This is an optimization exercise on Yosys and OpenROAD, whose aim is small area, not a production implementation. At most, simulation tests tie the RTL to the original design; equivalence was not proved.

==> nickel: inputs <==
==> flow/design.v (excerpt) <==
module ddc_frontend(
  input clock,                   
  input reset,                   
  input [31:0] frequency,        
  input signed [11:0] adc_data,  
  output out_strobe,             
  output signed [17:0] out_i,
  output signed [17:0] out_q
  );
export LEC_CHECK = 0
export CAP_MARGIN = 20
export CORE_MARGIN = 2
export CORE_UTILIZATION = 40
export CTS_BUF_LIST = sky130_fd_sc_hd__clkbuf_8
export CTS_CLUSTER_DIAMETER = 60
export CTS_CLUSTER_SIZE = 16
export GPL_TIMING_DRIVEN = 0
export SLEW_MARGIN = 20
create_clock -name core_clock -period 16.0 [get_ports {clock}]
standard.sh (not shown) runs the stock make flow with config.mk's settings and CLKGATE_MAP_FILE= SYNTH_SCRIPT=/design/flow/synth_recipe.tcl, a recipe that flattens the netlist after the stock synthesis.
==> flow/flow/run.sh <==
#!/bin/bash
# Standard layout, with one netlist step between synthesis and floorplan: inverters
# around full adders are removed by flipping adders (a full adder commutes with
# complementing all its pins) and xor/xnor gates; registers are untouched.
set -euo pipefail
R=orfs/results/${FLOW_PLATFORM:-sky130hd}/ddc_frontend/base
bash standard.sh synth > synth.log 2>&1
cp "$R/1_2_yosys.v" "$R/1_2_yosys.std.v"
if python3 flow/invopt.py "$R/1_2_yosys.std.v" invopt.v > invopt.log 2>&1 &&
   python3 flow/simeq.py "$R/1_2_yosys.std.v" invopt.v > simeq.log 2>&1 &&
   grep -q ", 0 differ" simeq.log; then
  cp invopt.v "$R/1_2_yosys.v"
  echo "netlist step applied" >> invopt.log
else
  echo "netlist step skipped" >> invopt.log
fi
rm -f "$R/1_synth.odb" "$R/1_synth.sdc"
# ports buffered with the smallest buffer; the clock tree built as the standard flow
# builds it from config.mk's settings, without dummy loads
export BUFFER_PORTS_ARGS="-buffer_cell sky130_fd_sc_hd__buf_1"
export CTS_ARGS="-sink_clustering_enable -repair_clock_nets -sink_clustering_size 16 -sink_clustering_max_diameter 60 -buf_list sky130_fd_sc_hd__clkbuf_8 -dont_use_dummy_load"
# synthesis buffers removed before the (not timing-driven) global placement
export PRE_GLOBAL_PLACE_TCL="$(pwd)/flow/pre_gpl.tcl"
bash standard.sh > layout.log 2>&1
==> flow/flow/pre_gpl.tcl <==
# Global placement runs without timing-driven buffering; remove the synthesis
# buffers first, as the timing-driven mode would (port buffers are added after).
log_cmd remove_buffers
Other scripts of this flow, unchanged in this note and not shown: flow/flow/invopt.py, flow/flow/simeq.py
==> ember (differences from nickel) <==
--- a/flow/design.v
+++ b/flow/design.v
@@ -13,11 +13,12 @@
     assign s[i]   = a[i] ^ b[i] ^ c[i];
     assign c[i+1] = (a[i] & b[i]) | (c[i] & (a[i] ^ b[i]));
     end
 endgenerate
 endmodule
-module cordic_pipe #(parameter [13:0] CUT = 14'b00100100100100) (
+module cordic_pipe #(parameter [13:0] CUT = 14'b00100100100100,
+  parameter [13:0] ZFAST = 14'b11111111111111) (
   input         clock,
   input  [11:0] adc,
   input  [31:0] ph,
   output [17:0] xo,
   output [17:0] yo
@@ -49,11 +50,19 @@
     rca #(18) ay (.a(Y[n]), .b(d ? ~xsh : xsh), .ci(d ? ~rx : rx), .s(yn));
     wire [15:0] zn;
     if (n < 13)
       begin : zs
       wire [14-n:0] at = ATAN[n*15 +: 15-n];
-      wire [14-n:0] zs = Z[n][14-n:0] + (d ? at : ~at + 1'b1);
+      wire [14-n:0] zs;
+      if (ZFAST[n])
+        begin : f
+        assign zs = Z[n][14-n:0] + (d ? at : ~at + 1'b1);
+        end
+      else
+        begin : r
+        rca #(15-n) az (.a(Z[n][14-n:0]), .b(d ? at : ~at), .ci(~d), .s(zs));
+        end
       assign zn = zs;
       end
     else
       begin : zz
       assign zn = 16'd0;
@@ -162,19 +171,19 @@
 wire [18:0] xs = sel_i ? xi : xq;
 wire xu = xs[18] | (&xs[17:0]);
 wire [34:0] xin = {{17{xu}}, xs[18:1]};
 wire [34:0] op = (sel_i | sel_q) ? xin : iw1;
 wire [34:0] iw;
-csa_add #(35, 17) ai (.a(dump ? 35'd0 : iw0), .b(iact ? op : 35'd0),
+csa_add #(35, 24) ai (.a(dump ? 35'd0 : iw0), .b(iact ? op : 35'd0),
   .ci(iact & (sel_i | sel_q) & xs[0]), .s(iw));
 always @(posedge clock)
   ir <= {iw, ir[349:35]};
 wire cstep = cact & ~r10[3];                  
 wire [34:0] cw0 = cr[34:0];
 wire [34:0] src = (r10 == 4'd0) ? iw0 : (r10 == 4'd4) ? iw1 : t;
 wire [34:0] dif;
-csa_add #(35, 17) ac (.a(src), .b(cstep ? ~cw0 : 35'd0), .ci(cstep), .s(dif));
+csa_add #(35, 27) ac (.a(src), .b(cstep ? ~cw0 : 35'd0), .ci(cstep), .s(dif));
 wire [34:0] cn = cstep ? src : cw0;
 wire [17:0] rnd;
 rca #(18) ar (.a(t[34:17]), .b(18'd0), .ci(t[16]), .s(rnd));
 wire [17:0] ow0 = orr[17:0];
 wire [17:0] ow1 = orr[35:18];
@@ -1200,11 +1209,11 @@
   begin
   adc_r <= adc_data;
   phase <= reset ? 32'd0 : phase_n;
   end
 wire [17:0] cordic_i, cordic_q;
-cordic_pipe #(.CUT(CUT)) rx_cordic (
+cordic_pipe #(.CUT(CUT), .ZFAST(14'b00000000110111)) rx_cordic (
   .clock(clock), .adc(adc_r), .ph(phase), .xo(cordic_i), .yo(cordic_q));
 wire [18:0] r1_i, r1_q;
 cic1 cic1_i (.clock(clock), .ev(ev1), .x(cordic_i), .r1(r1_i));
 cic1 cic1_q (.clock(clock), .ev(ev1), .x(cordic_q), .r1(r1_q));
 cic2 cic2_iq (
--- a/flow/flow/run.sh
+++ b/flow/flow/run.sh
@@ -17,8 +17,6 @@
 rm -f "$R/1_synth.odb" "$R/1_synth.sdc"
 # ports buffered with the smallest buffer; the clock tree built as the standard flow
 # builds it from config.mk's settings, without dummy loads
 export BUFFER_PORTS_ARGS="-buffer_cell sky130_fd_sc_hd__buf_1"
 export CTS_ARGS="-sink_clustering_enable -repair_clock_nets -sink_clustering_size 16 -sink_clustering_max_diameter 60 -buf_list sky130_fd_sc_hd__clkbuf_8 -dont_use_dummy_load"
-# synthesis buffers removed before the (not timing-driven) global placement
-export PRE_GLOBAL_PLACE_TCL="$(pwd)/flow/pre_gpl.tcl"
 bash standard.sh > layout.log 2>&1
--- a/flow/config.mk
+++ b/flow/config.mk
@@ -9,7 +9,6 @@
 export CORE_MARGIN = 2
 export CORE_UTILIZATION = 40
 export CTS_BUF_LIST = sky130_fd_sc_hd__clkbuf_8
 export CTS_CLUSTER_DIAMETER = 60
 export CTS_CLUSTER_SIZE = 16
-export GPL_TIMING_DRIVEN = 0
 export SLEW_MARGIN = 20
removed: flow/flow/pre_gpl.tcl
==> cedar (differences from nickel) <==
--- a/flow/flow/run.sh
+++ b/flow/flow/run.sh
@@ -13,12 +13,6 @@
   echo "netlist step applied" >> invopt.log
 else
   echo "netlist step skipped" >> invopt.log
 fi
 rm -f "$R/1_synth.odb" "$R/1_synth.sdc"
-# ports buffered with the smallest buffer; the clock tree built as the standard flow
-# builds it from config.mk's settings, without dummy loads
-export BUFFER_PORTS_ARGS="-buffer_cell sky130_fd_sc_hd__buf_1"
-export CTS_ARGS="-sink_clustering_enable -repair_clock_nets -sink_clustering_size 16 -sink_clustering_max_diameter 60 -buf_list sky130_fd_sc_hd__clkbuf_8 -dont_use_dummy_load"
-# synthesis buffers removed before the (not timing-driven) global placement
-export PRE_GLOBAL_PLACE_TCL="$(pwd)/flow/pre_gpl.tcl"
-bash standard.sh > layout.log 2>&1
+BUFFER_PORTS_ARGS="-buffer_cell sky130_fd_sc_hd__buf_1" bash standard.sh > layout.log 2>&1
--- a/flow/config.mk
+++ b/flow/config.mk
@@ -5,11 +5,10 @@
 export SDC_FILE = /design/flow/constraint.sdc
 export NUM_CORES = 4
 export LEC_CHECK = 0
 export CAP_MARGIN = 20
 export CORE_MARGIN = 2
-export CORE_UTILIZATION = 40
+export CORE_UTILIZATION = 60
 export CTS_BUF_LIST = sky130_fd_sc_hd__clkbuf_8
 export CTS_CLUSTER_DIAMETER = 60
 export CTS_CLUSTER_SIZE = 16
-export GPL_TIMING_DRIVEN = 0
 export SLEW_MARGIN = 20
removed: flow/flow/pre_gpl.tcl
==> reports/summary.txt <==
WP buf/inv = 0
Status = timing/DRC/antenna clean
Worst Hold End = cic2_iq.ir[72]
Detailed Route WL = 112.6 mm
Final Wtd Congestion = 0.8661
The numbers above come from ember.

==> reports/summary.txt <==
Detailed Route WL = 112.9 mm
Worst Hold End = cic2_iq.ir[261]
Flip-flop and latch count = 1463
WP buf/inv = 1
Slew margin rel. = 29.32%
Status = timing/DRC/antenna clean
Worst R2R End = rx_cordic.stages[6].r.xr[17]
The numbers above come from cedar.

==> reports/summary.txt <==
Worst Hold End = cic2_iq.ir[130]
Status = timing/DRC/antenna clean
CTS Sinks = 1463
Detailed Route WL = 109.2 mm
Overall routing resource usage = 13.35%
Final Wtd Congestion = 0.8477
WP buf/inv = 1
Min-Delay Path Depth = 0
The numbers above come from nickel.

No functional check of the RTL was part of ember.


==> 02-02: inputs <==
Another version of the RTL of ddc_frontend (not shown whole).
==> module cic1, before the edit <==
module cic1 (
  input         clock,
  input         ev,
  input  [17:0] x,
  output reg [18:0] r1
  );
reg [26:0] i1, i2, i3;
reg [26:0] c0, c1, c2;
wire [26:0] s1, s2, s3;
rca #(27) ai1 (.a(i1), .b({{9{x[17]}}, x}), .ci(1'b0), .s(s1));
rca #(27) ai2 (.a(i2), .b(i1), .ci(1'b0), .s(s2));
rca #(27) ai3 (.a(i3), .b(i2), .ci(1'b0), .s(s3));
wire [26:0] a1, a2, a3;
rca #(27) ac1 (.a(i3), .b(~c0), .ci(1'b1), .s(a1));
rca #(27) ac2 (.a(a1), .b(~c1), .ci(1'b1), .s(a2));
rca #(27) ac3 (.a(a2), .b(~c2), .ci(1'b1), .s(a3));
always @(posedge clock)
  begin
  i1 <= s1;
  i2 <= s2;
  i3 <= s3;
  if (ev)
    begin
    c0 <= i3;
    c1 <= a1;
    c2 <= a2;
    r1 <= a3[26:8];
    end
  end
endmodule
==> module cic2, before the edit <==
module cic2 (
  input         clock,
  input  [3:0]  r10,        
  input         iact,       
  input         cact,       
  input  [18:0] xi,         
  input  [18:0] xq,
  output reg [17:0] out_i,
  output reg [17:0] out_q
  );
reg [349:0] ir;
reg [539:0] cr;
reg [34:0]  t;
wire [34:0] iw0 = ir[34:0];
wire [34:0] iw1 = ir[69:35];
wire sel_i = (r10 == 4'd4);
wire sel_q = (r10 == 4'd9);
wire [18:0] xs = sel_i ? xi : xq;
wire xu = xs[18] | (&xs[17:0]);
wire [34:0] xin = {{17{xu}}, xs[18:1]};
wire [34:0] op = (sel_i | sel_q) ? xin : iw1;
wire [34:0] iw;
csa_add #(35, 17) ai (.a(iw0), .b(iact ? op : 35'd0), .ci(iact & (sel_i | sel_q) & xs[0]), .s(iw));
always @(posedge clock)
  ir <= {iw, ir[349:35]};
wire [34:0] cw0 = cr[34:0];
wire [18:0] ow0 = cr[53:35];
wire [18:0] ow1 = cr[107:89];
wire first = (r10 == 4'd0) | (r10 == 4'd5);
wire last  = (r10 == 4'd4) | (r10 == 4'd9);
wire [34:0] src = first ? iw0 : t;
wire [34:0] dif;
csa_add #(35, 17) ac (.a(src), .b(~cw0), .ci(1'b1), .s(dif));
wire [34:0] cn = cact ? src : cw0;
wire [18:0] on = cact ? (last ? dif[34:16] : ow1) : ow0;
wire [17:0] rnd;
rca #(18) ar (.a(ow0[18:1]), .b(18'd0), .ci(ow0[0]), .s(rnd));
always @(posedge clock)
  begin
  cr <= {on, cn, cr[539:54]};
  t <= dif;
  if (cact & (r10 == 4'd0)) out_i <= rnd;
  if (cact & (r10 == 4'd5)) out_q <= rnd;
  end
endmodule
==> module ddc_frontend, before the edit <==
module ddc_frontend(
  input clock,                   
  input reset,                   
  input [31:0] frequency,        
  input signed [11:0] adc_data,  
  output out_strobe,             
  output signed [17:0] out_i,
  output signed [17:0] out_q
  );
localparam [13:0] CUT = 14'b11010101001000;   
localparam integer L = 6;                     
localparam [3:0] R16 = (2 - L + 32) % 16;     
localparam integer Q1 = (R16 + 1 + L - 3) / 16;
localparam [3:0] RK = 4'd0;                   
localparam [3:0] KC = (RK + 7 + Q1) % 10;     
localparam [3:0] R16M = (R16 + 15) % 16;      
localparam [3:0] RKM  = (R16 == 0) ? (RK + 9) % 10 : RK;    
reg [3:0] c16;     
reg [3:0] k10;     
reg [3:0] r10;     
reg armed, strobe, iact_r, cact_r;
wire c16_wrap = (c16 == 4'd15);
wire ev1 = (c16 == 4'd3);
wire istart = (r10 == 4'd0) & (c16 <= 4'd9);
wire iact = istart | (iact_r & (r10 != 4'd0));
wire cstart = istart & (k10 == KC);
wire cact = cstart | (cact_r & (r10 != 4'd0));
always @(posedge clock)
  begin
  iact_r <= iact;
  cact_r <= cact;
  if (reset)
    begin
    c16 <= R16;
    k10 <= RK;
    r10 <= 4'd0;
    armed <= 1'b0;
    strobe <= 1'b0;
    end
  else
    begin
    c16 <= c16 + 4'd1;
    if (c16_wrap) k10 <= (k10 == 4'd9) ? 4'd0 : k10 + 4'd1;
    r10 <= (r10 == 4'd9) ? 4'd0 : r10 + 4'd1;
    if ((c16 == R16M) & (k10 == RKM)) armed <= 1'b1;
    strobe <= armed & (c16 == R16) & (k10 == RK);
    end
  end
assign out_strobe = strobe;
reg [11:0] adc_r;
reg [31:0] phase;
wire [31:0] phase_n;
nco_step nco (.f(frequency), .p(phase), .pn(phase_n));
always @(posedge clock)
  begin
  adc_r <= adc_data;
  phase <= reset ? 32'd0 : phase_n;
  end
wire [17:0] cordic_i, cordic_q;
cordic_pipe #(.CUT(CUT)) rx_cordic (
  .clock(clock), .adc(adc_r), .ph(phase), .xo(cordic_i), .yo(cordic_q));
wire [18:0] r1_i, r1_q;
cic1 cic1_i (.clock(clock), .ev(ev1), .x(cordic_i), .r1(r1_i));
cic1 cic1_q (.clock(clock), .ev(ev1), .x(cordic_q), .r1(r1_q));
cic2 cic2_iq (
  .clock(clock), .r10(r10), .iact(iact), .cact(cact),
  .xi(r1_i), .xq(r1_q), .out_i(out_i), .out_q(out_q));
endmodule
clock: 16.0 ns
lec_check: 0
cap_margin: 20
core_margin: 2
core_utilization: 40
slew_margin: 20
run.sh (not shown) runs the stock make flow with config.mk's settings and CLKGATE_MAP_FILE= SYNTH_SCRIPT=/design/flow/synth_recipe.tcl, a recipe that flattens the netlist after the stock synthesis.
Stock flow here: none of the scripts above is used.
==> 01-20: changes against 02-02 <==
--- a/flow/design.v
+++ b/flow/design.v
@@ -118,25 +118,23 @@
   input  [17:0] x,
   output reg [18:0] r1
   );
-reg [26:0] i1, i2, i3;
-reg [26:0] c0, c1, c2;
-wire [26:0] s1, s2, s3;
+reg [26:0] i1, i2, acc;
+reg [26:0] c1, c2;
+wire [26:0] s1, s2, sa;
 rca #(27) ai1 (.a(i1), .b({{9{x[17]}}, x}), .ci(1'b0), .s(s1));
 rca #(27) ai2 (.a(i2), .b(i1), .ci(1'b0), .s(s2));
-rca #(27) ai3 (.a(i3), .b(i2), .ci(1'b0), .s(s3));
-wire [26:0] a1, a2, a3;
-rca #(27) ac1 (.a(i3), .b(~c0), .ci(1'b1), .s(a1));
-rca #(27) ac2 (.a(a1), .b(~c1), .ci(1'b1), .s(a2));
+rca #(27) ai3 (.a(ev ? 27'd0 : acc), .b(i2), .ci(1'b0), .s(sa));
+wire [26:0] a2, a3;
+rca #(27) ac2 (.a(acc), .b(~c1), .ci(1'b1), .s(a2));
 rca #(27) ac3 (.a(a2), .b(~c2), .ci(1'b1), .s(a3));
 always @(posedge clock)
   begin
   i1 <= s1;
   i2 <= s2;
-  i3 <= s3;
+  acc <= sa;
   if (ev)
     begin
-    c0 <= i3;
-    c1 <= a1;
+    c1 <= acc;
     c2 <= a2;
     r1 <= a3[26:8];
     end
@@ -153,38 +151,42 @@
   output reg [17:0] out_q
   );
 reg [349:0] ir;
-reg [539:0] cr;
+reg [279:0] cr;
+reg [179:0] orr;
 reg [34:0]  t;
 wire [34:0] iw0 = ir[34:0];
 wire [34:0] iw1 = ir[69:35];
 wire sel_i = (r10 == 4'd4);
 wire sel_q = (r10 == 4'd9);
+wire dump = cact & ((r10 == 4'd0) | (r10 == 4'd5));
 wire [18:0] xs = sel_i ? xi : xq;
 wire xu = xs[18] | (&xs[17:0]);
 wire [34:0] xin = {{17{xu}}, xs[18:1]};
 wire [34:0] op = (sel_i | sel_q) ? xin : iw1;
 wire [34:0] iw;
-csa_add #(35, 17) ai (.a(iw0), .b(iact ? op : 35'd0), .ci(iact & (sel_i | sel_q) & xs[0]), .s(iw));
+csa_add #(35, 17) ai (.a(dump ? 35'd0 : iw0), .b(iact ? op : 35'd0),
+  .ci(iact & (sel_i | sel_q) & xs[0]), .s(iw));
 always @(posedge clock)
   ir <= {iw, ir[349:35]};
+wire cstep = cact & ~r10[3];                  
 wire [34:0] cw0 = cr[34:0];
-wire [18:0] ow0 = cr[53:35];
-wire [18:0] ow1 = cr[107:89];
-wire first = (r10 == 4'd0) | (r10 == 4'd5);
-wire last  = (r10 == 4'd4) | (r10 == 4'd9);
-wire [34:0] src = first ? iw0 : t;
+wire [34:0] src = (r10 == 4'd0) ? iw0 : (r10 == 4'd4) ? iw1 : t;
 wire [34:0] dif;
-csa_add #(35, 17) ac (.a(src), .b(~cw0), .ci(1'b1), .s(dif));
-wire [34:0] cn = cact ? src : cw0;
-wire [18:0] on = cact ? (last ? dif[34:16] : ow1) : ow0;
+csa_add #(35, 17) ac (.a(src), .b(cstep ? ~cw0 : 35'd0), .ci(cstep), .s(dif));
+wire [34:0] cn = cstep ? src : cw0;
 wire [17:0] rnd;
-rca #(18) ar (.a(ow0[18:1]), .b(18'd0), .ci(ow0[0]), .s(rnd));
+rca #(18) ar (.a(t[34:17]), .b(18'd0), .ci(t[16]), .s(rnd));
+wire [17:0] ow0 = orr[17:0];
+wire [17:0] ow1 = orr[35:18];
+wire olast = (r10 == 4'd4) | (r10 == 4'd9);
+wire [17:0] on = cact ? (olast ? rnd : ow1) : ow0;
 always @(posedge clock)
   begin
-  cr <= {on, cn, cr[539:54]};
+  cr <= {cn, cr[279:35]};
+  orr <= {on, orr[179:18]};
   t <= dif;
-  if (cact & (r10 == 4'd0)) out_i <= rnd;
-  if (cact & (r10 == 4'd5)) out_q <= rnd;
+  if (cact & (r10 == 4'd0)) out_i <= ow0;
+  if (cact & (r10 == 4'd5)) out_q <= ow0;
   end
 endmodule
 module nco_step(input [31:0] f, input [31:0] p, output [31:0] pn);
@@ -1150,8 +1152,8 @@
   output signed [17:0] out_i,
   output signed [17:0] out_q
   );
-localparam [13:0] CUT = 14'b11010101001000;   
-localparam integer L = 6;                     
+localparam [13:0] CUT = 14'b01010101001000;   
+localparam integer L = 5;                     
 localparam [3:0] R16 = (2 - L + 32) % 16;     
 localparam integer Q1 = (R16 + 1 + L - 3) / 16;
 localparam [3:0] RK = 4'd0;                   
- CTS_BUF_LIST: default -> sky130_fd_sc_hd__clkbuf_8
- CTS_CLUSTER_DIAMETER: default -> 35
- CTS_CLUSTER_SIZE: default -> 20
==> 03-16: changes against 02-02 <==
--- a/flow/design.v
+++ b/flow/design.v
@@ -118,25 +118,23 @@
   input  [17:0] x,
   output reg [18:0] r1
   );
-reg [26:0] i1, i2, i3;
-reg [26:0] c0, c1, c2;
-wire [26:0] s1, s2, s3;
+reg [26:0] i1, i2, acc;
+reg [26:0] c1, c2;
+wire [26:0] s1, s2, sa;
 rca #(27) ai1 (.a(i1), .b({{9{x[17]}}, x}), .ci(1'b0), .s(s1));
 rca #(27) ai2 (.a(i2), .b(i1), .ci(1'b0), .s(s2));
-rca #(27) ai3 (.a(i3), .b(i2), .ci(1'b0), .s(s3));
-wire [26:0] a1, a2, a3;
-rca #(27) ac1 (.a(i3), .b(~c0), .ci(1'b1), .s(a1));
-rca #(27) ac2 (.a(a1), .b(~c1), .ci(1'b1), .s(a2));
+rca #(27) ai3 (.a(ev ? 27'd0 : acc), .b(i2), .ci(1'b0), .s(sa));
+wire [26:0] a2, a3;
+rca #(27) ac2 (.a(acc), .b(~c1), .ci(1'b1), .s(a2));
 rca #(27) ac3 (.a(a2), .b(~c2), .ci(1'b1), .s(a3));
 always @(posedge clock)
   begin
   i1 <= s1;
   i2 <= s2;
-  i3 <= s3;
+  acc <= sa;
   if (ev)
     begin
-    c0 <= i3;
-    c1 <= a1;
+    c1 <= acc;
     c2 <= a2;
     r1 <= a3[26:8];
     end
@@ -153,38 +151,42 @@
   output reg [17:0] out_q
   );
 reg [349:0] ir;
-reg [539:0] cr;
+reg [279:0] cr;
+reg [179:0] orr;
 reg [34:0]  t;
 wire [34:0] iw0 = ir[34:0];
 wire [34:0] iw1 = ir[69:35];
 wire sel_i = (r10 == 4'd4);
 wire sel_q = (r10 == 4'd9);
+wire dump = cact & ((r10 == 4'd0) | (r10 == 4'd5));
 wire [18:0] xs = sel_i ? xi : xq;
 wire xu = xs[18] | (&xs[17:0]);
 wire [34:0] xin = {{17{xu}}, xs[18:1]};
 wire [34:0] op = (sel_i | sel_q) ? xin : iw1;
 wire [34:0] iw;
-csa_add #(35, 17) ai (.a(iw0), .b(iact ? op : 35'd0), .ci(iact & (sel_i | sel_q) & xs[0]), .s(iw));
+csa_add #(35, 17) ai (.a(dump ? 35'd0 : iw0), .b(iact ? op : 35'd0),
+  .ci(iact & (sel_i | sel_q) & xs[0]), .s(iw));
 always @(posedge clock)
   ir <= {iw, ir[349:35]};
+wire cstep = cact & ~r10[3];                  
 wire [34:0] cw0 = cr[34:0];
-wire [18:0] ow0 = cr[53:35];
-wire [18:0] ow1 = cr[107:89];
-wire first = (r10 == 4'd0) | (r10 == 4'd5);
-wire last  = (r10 == 4'd4) | (r10 == 4'd9);
-wire [34:0] src = first ? iw0 : t;
+wire [34:0] src = (r10 == 4'd0) ? iw0 : (r10 == 4'd4) ? iw1 : t;
 wire [34:0] dif;
-csa_add #(35, 17) ac (.a(src), .b(~cw0), .ci(1'b1), .s(dif));
-wire [34:0] cn = cact ? src : cw0;
-wire [18:0] on = cact ? (last ? dif[34:16] : ow1) : ow0;
+csa_add #(35, 17) ac (.a(src), .b(cstep ? ~cw0 : 35'd0), .ci(cstep), .s(dif));
+wire [34:0] cn = cstep ? src : cw0;
 wire [17:0] rnd;
-rca #(18) ar (.a(ow0[18:1]), .b(18'd0), .ci(ow0[0]), .s(rnd));
+rca #(18) ar (.a(t[34:17]), .b(18'd0), .ci(t[16]), .s(rnd));
+wire [17:0] ow0 = orr[17:0];
+wire [17:0] ow1 = orr[35:18];
+wire olast = (r10 == 4'd4) | (r10 == 4'd9);
+wire [17:0] on = cact ? (olast ? rnd : ow1) : ow0;
 always @(posedge clock)
   begin
-  cr <= {on, cn, cr[539:54]};
+  cr <= {cn, cr[279:35]};
+  orr <= {on, orr[179:18]};
   t <= dif;
-  if (cact & (r10 == 4'd0)) out_i <= rnd;
-  if (cact & (r10 == 4'd5)) out_q <= rnd;
+  if (cact & (r10 == 4'd0)) out_i <= ow0;
+  if (cact & (r10 == 4'd5)) out_q <= ow0;
   end
 endmodule
 module nco_step(input [31:0] f, input [31:0] p, output [31:0] pn);
@@ -1150,8 +1152,8 @@
   output signed [17:0] out_i,
   output signed [17:0] out_q
   );
-localparam [13:0] CUT = 14'b11010101001000;   
-localparam integer L = 6;                     
+localparam [13:0] CUT = 14'b01010101001000;   
+localparam integer L = 5;                     
 localparam [3:0] R16 = (2 - L + 32) % 16;     
 localparam integer Q1 = (R16 + 1 + L - 3) / 16;
 localparam [3:0] RK = 4'd0;                   
- CTS_BUF_LIST: default -> sky130_fd_sc_hd__clkbuf_8
- CTS_CLUSTER_DIAMETER: default -> 60
- CTS_CLUSTER_SIZE: default -> 16
==> summary of the runs <==
Between 03-16 and 02-02, the lower synthesized cell count is in 03-16 (gap about 3%, measured against 02-02). Between 03-16 and 02-02, the lower final cell count is in 03-16 (gap about 5.3%, measured against 02-02). Via count: 02-02 > 01-20 > 03-16. Die area: 03-16 is lower than 02-02 (5.6%).
==> figures <==
| item | 01-20 | 03-16 | 02-02 |
|---|---|---|---|
| Share of the core filled with cells | 45.2% | 43.7% | 45.5% |
| Result of the run | timing/DRC/antenna clean | timing/DRC/antenna clean | timing/DRC/antenna clean |
| Via count | 34200 | 33600 | 34700 |
| Total placed instance area | 74400 um2 | 74400 um2 | 78900 um2 |
| WP depth | 38 | 38 | 39 |
| Worst reg-to-reg setup slack | 1.15 ns | 1.13 ns | 1.35 ns |
| Parity-gate share of the synthesized area counting xor and xnor cells | 5.92% | 5.92% | 5.61% |
| Sequential cell area in the final layout | 31100 um2 | 31100 um2 | 35100 um2 |
| Floorplan die area | 179000 um2 | 179000 um2 | 190000 um2 |
| Relative slew slack | 31.3% | 31.3% | 25.6% |
| Actual transition at the worst max-transition pin | 1.03 ns | 1.03 ns | 1.12 ns |

==> static timing again, ports no longer ideal <==
No port has a modelled driver above. Below, the same layouts with a new extraction and two added sets of constraints.
Step 1 sets driving cells, clkbuf_16 on the clock port and buf_2 on the other inputs (assumed; they add their load-dependent delay and slew).
Step 2, shift: input delay + t, output delay - t, t = (earliest + latest rising clock arrival at the registers) / 2. This alone moves slack from input paths to output paths.
Slacks: no drivers / after step 1 / after step 2; pairs: no drivers / after step 1.
| run | shift t [ns] | setup slack, ns | hold slack, ns | clock arrival spread, ns | cell pins on the clock port's net |
|---|---|---|---|---|---|
| nickel | 0.878 | 0.657 / 0.657 / 0.657 | 0.260 / 0.260 / 0.260 | 0.178 / 0.178 | 1 |
| ember | 0.873 | 0.876 / 0.876 / 0.876 | 0.216 / 0.216 / 0.216 | 0.167 / 0.167 | 1 |
| cedar | 0.883 | 0.767 / 0.767 / 0.767 | 0.308 / 0.308 / 0.308 | 0.080 / 0.080 | 1 |
| 02-02 | 0.835 | 1.355 / 1.355 / 1.085 | 0.292 / 0.292 / 0.292 | 0.047 / 0.048 | 1 |
| 01-20 | 0.985 | 1.150 / 1.150 / 1.150 | 0.276 / 0.276 / 0.276 | 0.106 / 0.107 | 1 |
| 03-16 | 0.933 | 1.131 / 1.131 / 1.131 | 0.312 / 0.312 / 0.312 | 0.058 / 0.058 | 1 |
After both steps setup and hold are still met in every run listed. For 02-02, which loses most, drivers alone change the setup slack by 0.000 ns; drivers and shift together by -0.270 ns.
